This design comes from an exercise in tuning for small area on the open sky130 flow, not from production work.
In this exercise RTL edits were held to simulation tests only and were not proved equivalent to the original.
Power is estimated from default activity; no workload was simulated.

## weakcore
module weakcore(
	input wire clk, input wire rst,
	input wire [31:0] bus_in,
	output wire [31:0] bus_out,
	output wire [31:0] bus_addr,
	output wire bus_req,
	input wire bus_ack,
	output wire bus_wr,
	output wire [3:0] bus_wr_mask);
Settings: LEC_CHECK=0, CAP_MARGIN=20, CORE_MARGIN=2, CORE_UTILIZATION=45, SLEW_MARGIN=20; clock period 10.0 ns.
standard.sh (not shown) runs the stock make flow with config.mk's settings and CLKGATE_MAP_FILE= SYNTH_SCRIPT=/design/flow/synth_recipe.tcl, a recipe that flattens the netlist after the stock synthesis.
==> flow/flow/run.sh <==
#!/bin/bash
# Layout flow: the standard ORFS flow (standard.sh) with these changes:
#  - synthesis: the standard script (synth_recipe.tcl) with only ABC's script
#    replaced by flow/area.abc, and no pre-mapped adder cells / Kogge-Stone
#    adder map, so ABC maps the adder logic itself (registers are unchanged);
#  - port buffers use sky130_fd_sc_hd__buf_1;
#  - CTS: clkbuf_16 leaf clusters of up to 25 sinks, no dummy loads.
# Each tool's log is in orfs/logs/; make's output is in flow_make.log.
set -euo pipefail
here=$(pwd)

# synthesis script = synth_recipe.tcl plus an override of the abc command
{
  head -n 1 synth_recipe.tcl
  cat <<'EOT'
proc abc {args} {
  set i [lsearch -exact $args -script]
  if {$i >= 0} { lset args [expr {$i + 1}] $::env(MY_ABC_SCRIPT) }
  yosys abc {*}$args
}
EOT
  tail -n +2 synth_recipe.tcl
} > my_synth.tcl

export MY_ABC_SCRIPT=$here/flow/area.abc
export BUFFER_PORTS_ARGS="-buffer_cell sky130_fd_sc_hd__buf_1"
export CTS_ARGS="-sink_clustering_enable -repair_clock_nets -dont_use_dummy_load -buf_list sky130_fd_sc_hd__clkbuf_16 -sink_clustering_size 25 -sink_clustering_max_diameter 80"

sed -e "s#SYNTH_SCRIPT=[^ ]*#SYNTH_SCRIPT=$here/my_synth.tcl ADDER_MAP_FILE= SYNTH_OPERATIONS_ARGS=-nofsm#" standard.sh > my_standard.sh
bash my_standard.sh finish > flow_make.log 2>&1
==> flow/flow/area.abc <==
strash
&get -n
&st
&dch -f
&nf
&put
buffer -c
topo
stime -c
dnsize -c
==> next run, changes <==
--- a/flow/flow/run.sh
+++ b/flow/flow/run.sh
@@ -7 +7 @@
-#  - CTS: clkbuf_16 leaf clusters of up to 25 sinks, no dummy loads.
+#  - CTS: clkbuf_16 leaf clusters of up to 28 sinks, no dummy loads.
@@ -27 +27 @@
-export CTS_ARGS="-sink_clustering_enable -repair_clock_nets -dont_use_dummy_load -buf_list sky130_fd_sc_hd__clkbuf_16 -sink_clustering_size 25 -sink_clustering_max_diameter 80"
+export CTS_ARGS="-sink_clustering_enable -repair_clock_nets -dont_use_dummy_load -buf_list sky130_fd_sc_hd__clkbuf_16 -sink_clustering_size 28 -sink_clustering_max_diameter 85"
- CORE_UTILIZATION: 45 -> 40
After rerunning: Routed wire length shrinks by 1.4%. Clock power went down by about 4%. Setup slack degrades by 60 ps. Via count came out lower by 1.3%. Synthesized area is unchanged. Fmax came out lower by 0.61%. First-iteration DRC count rose by 8.0%. Global-route usage shrinks by 4.0 points. Critical path depth came out higher by 1. Power fell by 1.2%.
==> next run, changes <==
--- a/flow/flow/run.sh
+++ b/flow/flow/run.sh
@@ -7 +7 @@
-#  - CTS: clkbuf_16 leaf clusters of up to 28 sinks, no dummy loads.
+#  - CTS: clkbuf_16 leaf clusters of up to 25 sinks, no dummy loads.
@@ -27 +27 @@
-export CTS_ARGS="-sink_clustering_enable -repair_clock_nets -dont_use_dummy_load -buf_list sky130_fd_sc_hd__clkbuf_16 -sink_clustering_size 28 -sink_clustering_max_diameter 85"
+export CTS_ARGS="-sink_clustering_enable -repair_clock_nets -dont_use_dummy_load -buf_list sky130_fd_sc_hd__clkbuf_16 -sink_clustering_size 25 -sink_clustering_max_diameter 80"
--- a/flow/flow/area.abc
+++ b/flow/flow/area.abc
@@ -9,0 +10 @@
+upsize -c
Clock-buffer cell count rose by 4.
Cell area is about the same.
Clock power went up by about 4%.
Power increases by 1.1%.
Final cell count is lower by 0.51%.


Setup of run 1:
Another version of the RTL of weakcore (not shown whole).
Size in the first run: ~1,100 flip-flops, about 110 I/O pins, roughly 46,000 um^2 of cells after synthesis.
clock: 10.0 ns
lec_check: 0
cap_margin: 20
core_margin: 2
core_utilization: 40
slew_margin: 20
==> flow/flow/run.sh <==
#!/bin/bash
# Layout flow: the standard ORFS flow (standard.sh) with these changes:
#  - synthesis: the standard script (synth_recipe.tcl) with only ABC's script
#    replaced by flow/area.abc, and no pre-mapped adder cells / Kogge-Stone
#    adder map, so ABC maps the adder logic itself (registers are unchanged);
#  - port buffers use sky130_fd_sc_hd__buf_1;
#  - CTS: clkbuf_16 leaf clusters of up to 25 sinks, no dummy loads.
# Each tool's log is in orfs/logs/; make's output is in flow_make.log.
set -euo pipefail
here=$(pwd)

# synthesis script = synth_recipe.tcl plus an override of the abc command
{
  head -n 1 synth_recipe.tcl
  cat <<'EOT'
proc abc {args} {
  set i [lsearch -exact $args -script]
  if {$i >= 0} { lset args [expr {$i + 1}] $::env(MY_ABC_SCRIPT) }
  yosys abc {*}$args
}
EOT
  tail -n +2 synth_recipe.tcl
} > my_synth.tcl

export MY_ABC_SCRIPT=$here/flow/area.abc
export BUFFER_PORTS_ARGS="-buffer_cell sky130_fd_sc_hd__buf_1"
export CTS_ARGS="-sink_clustering_enable -repair_clock_nets -dont_use_dummy_load -buf_list sky130_fd_sc_hd__clkbuf_16 -sink_clustering_size 25 -sink_clustering_max_diameter 80"

sed -e "s#SYNTH_SCRIPT=[^ ]*#SYNTH_SCRIPT=$here/my_synth.tcl ADDER_MAP_FILE= SYNTH_OPERATIONS_ARGS=-nofsm#" standard.sh > my_standard.sh
bash my_standard.sh finish > flow_make.log 2>&1
==> flow/flow/area.abc <==
strash
&get -n
&st
&dch -f
&nf
&put
buffer -c
topo
stime -c
upsize -c
dnsize -c
Setup changes, run 1 to run 2
- CORE_UTILIZATION changed from 40 to 60
- CAP_MARGIN changed from 20 to 5
- SLEW_MARGIN changed from 20 to 5
### Flow results
- The higher synthesis-to-finish area growth of run 1 and run 2 is in run 1.
- Run 1 -> run 2: post-layout instance area decreased slightly
- Worst-path maximum fanout in run 2 is 22% below run 1.
- [compare] base=run 1 new=run 2: total routed wirelength dropped 2.3 mm; total power consumption of the routed design saw an increase.
- Comparing run 2 with run 1, the number of setup violations in the final report came out essentially unchanged.
- Going from run 1 to run 2, number of sequential cells in the layout has remained practically unchanged, sequential share of cell area has increased.
Changes in run 3 relative to run 2:
- SLEW_MARGIN: 5 -> 20
- CAP_MARGIN: 5 -> 20
- CORE_UTILIZATION: 60 -> 40
==> flow/flow/area.abc <==
strash
&get -n
&st
&dch -f
&nf
&put
topo
stime -c
dnsize -c
- Run 3 reached the final stage; the timing, design-rule and antenna checks on its layout passed.
- Final instance area ends up lower on run 2.
- Sort run 2 and run 3 by count of plain and timing-repair buffers in the layout, ascending, and run 2 comes first.
- Relative to run 2, power density over cell area decreased by 1.6% in run 3.
- The number of different library cells in the post-synthesis netlist in run 3 was lower than what run 2 gave.
- Capturing instance or port of the critical path = bus_addr[27]: run 2; capturing instance or port of the critical path = bus_addr[22]: run 3
- Run 2 and run 3 ended up with nearly the same total power.
- [run 3] worst setup slack fell 0.21 ns relative to run 2
- Going from run 2 to run 3, overall routing resource usage saw a decrease; post-synthesis share of cell area spent on xor and xnor gates essentially unchanged; final critical delay including setup and external delays rose by 0.21 ns.
- The lower routing usage on met3 of run 2 and run 3 is in run 3.
- Comparing clock input transition at the sequential cells of the worst setup and hold paths for run 2 and run 3, the smaller number came from run 2.

separate check: timing with driven ports:
No port has a modelled driver above. Below, the same layouts with a new extraction and two added sets of constraints.
Step 1 assumes that a clkbuf_16 drives the clock port and a buf_2 every other input.
Step 2 times the ports against the registers' clock, not the clock port: input delays grow and output delays shrink by t, the midpoint of the rising clock arrivals with the driver on.
Three values: ideal, step 1, step 2; two values: the first two.
| run | t, ns | setup WS [ns] | worst setup path after step 2 |
|---|---|---|---|
| the first run of note 1 | 0.692 | 0.283 / 0.210 / 0.902 | register to output |
| the second run of note 1 | 0.739 | 0.224 / 0.146 / 0.885 | register to output |
| the third run of note 1 | 0.710 | 0.217 / 0.146 / 0.856 | register to output |
| run 1 | 0.742 | 0.371 / 0.300 / 1.042 | register to output |
| run 2 | 0.729 | 0.545 / 0.476 / 1.204 | register to output |
| run 3 | 0.729 | 0.335 / 0.269 / 0.997 | register to output |
After both steps every run listed still meets setup and hold.
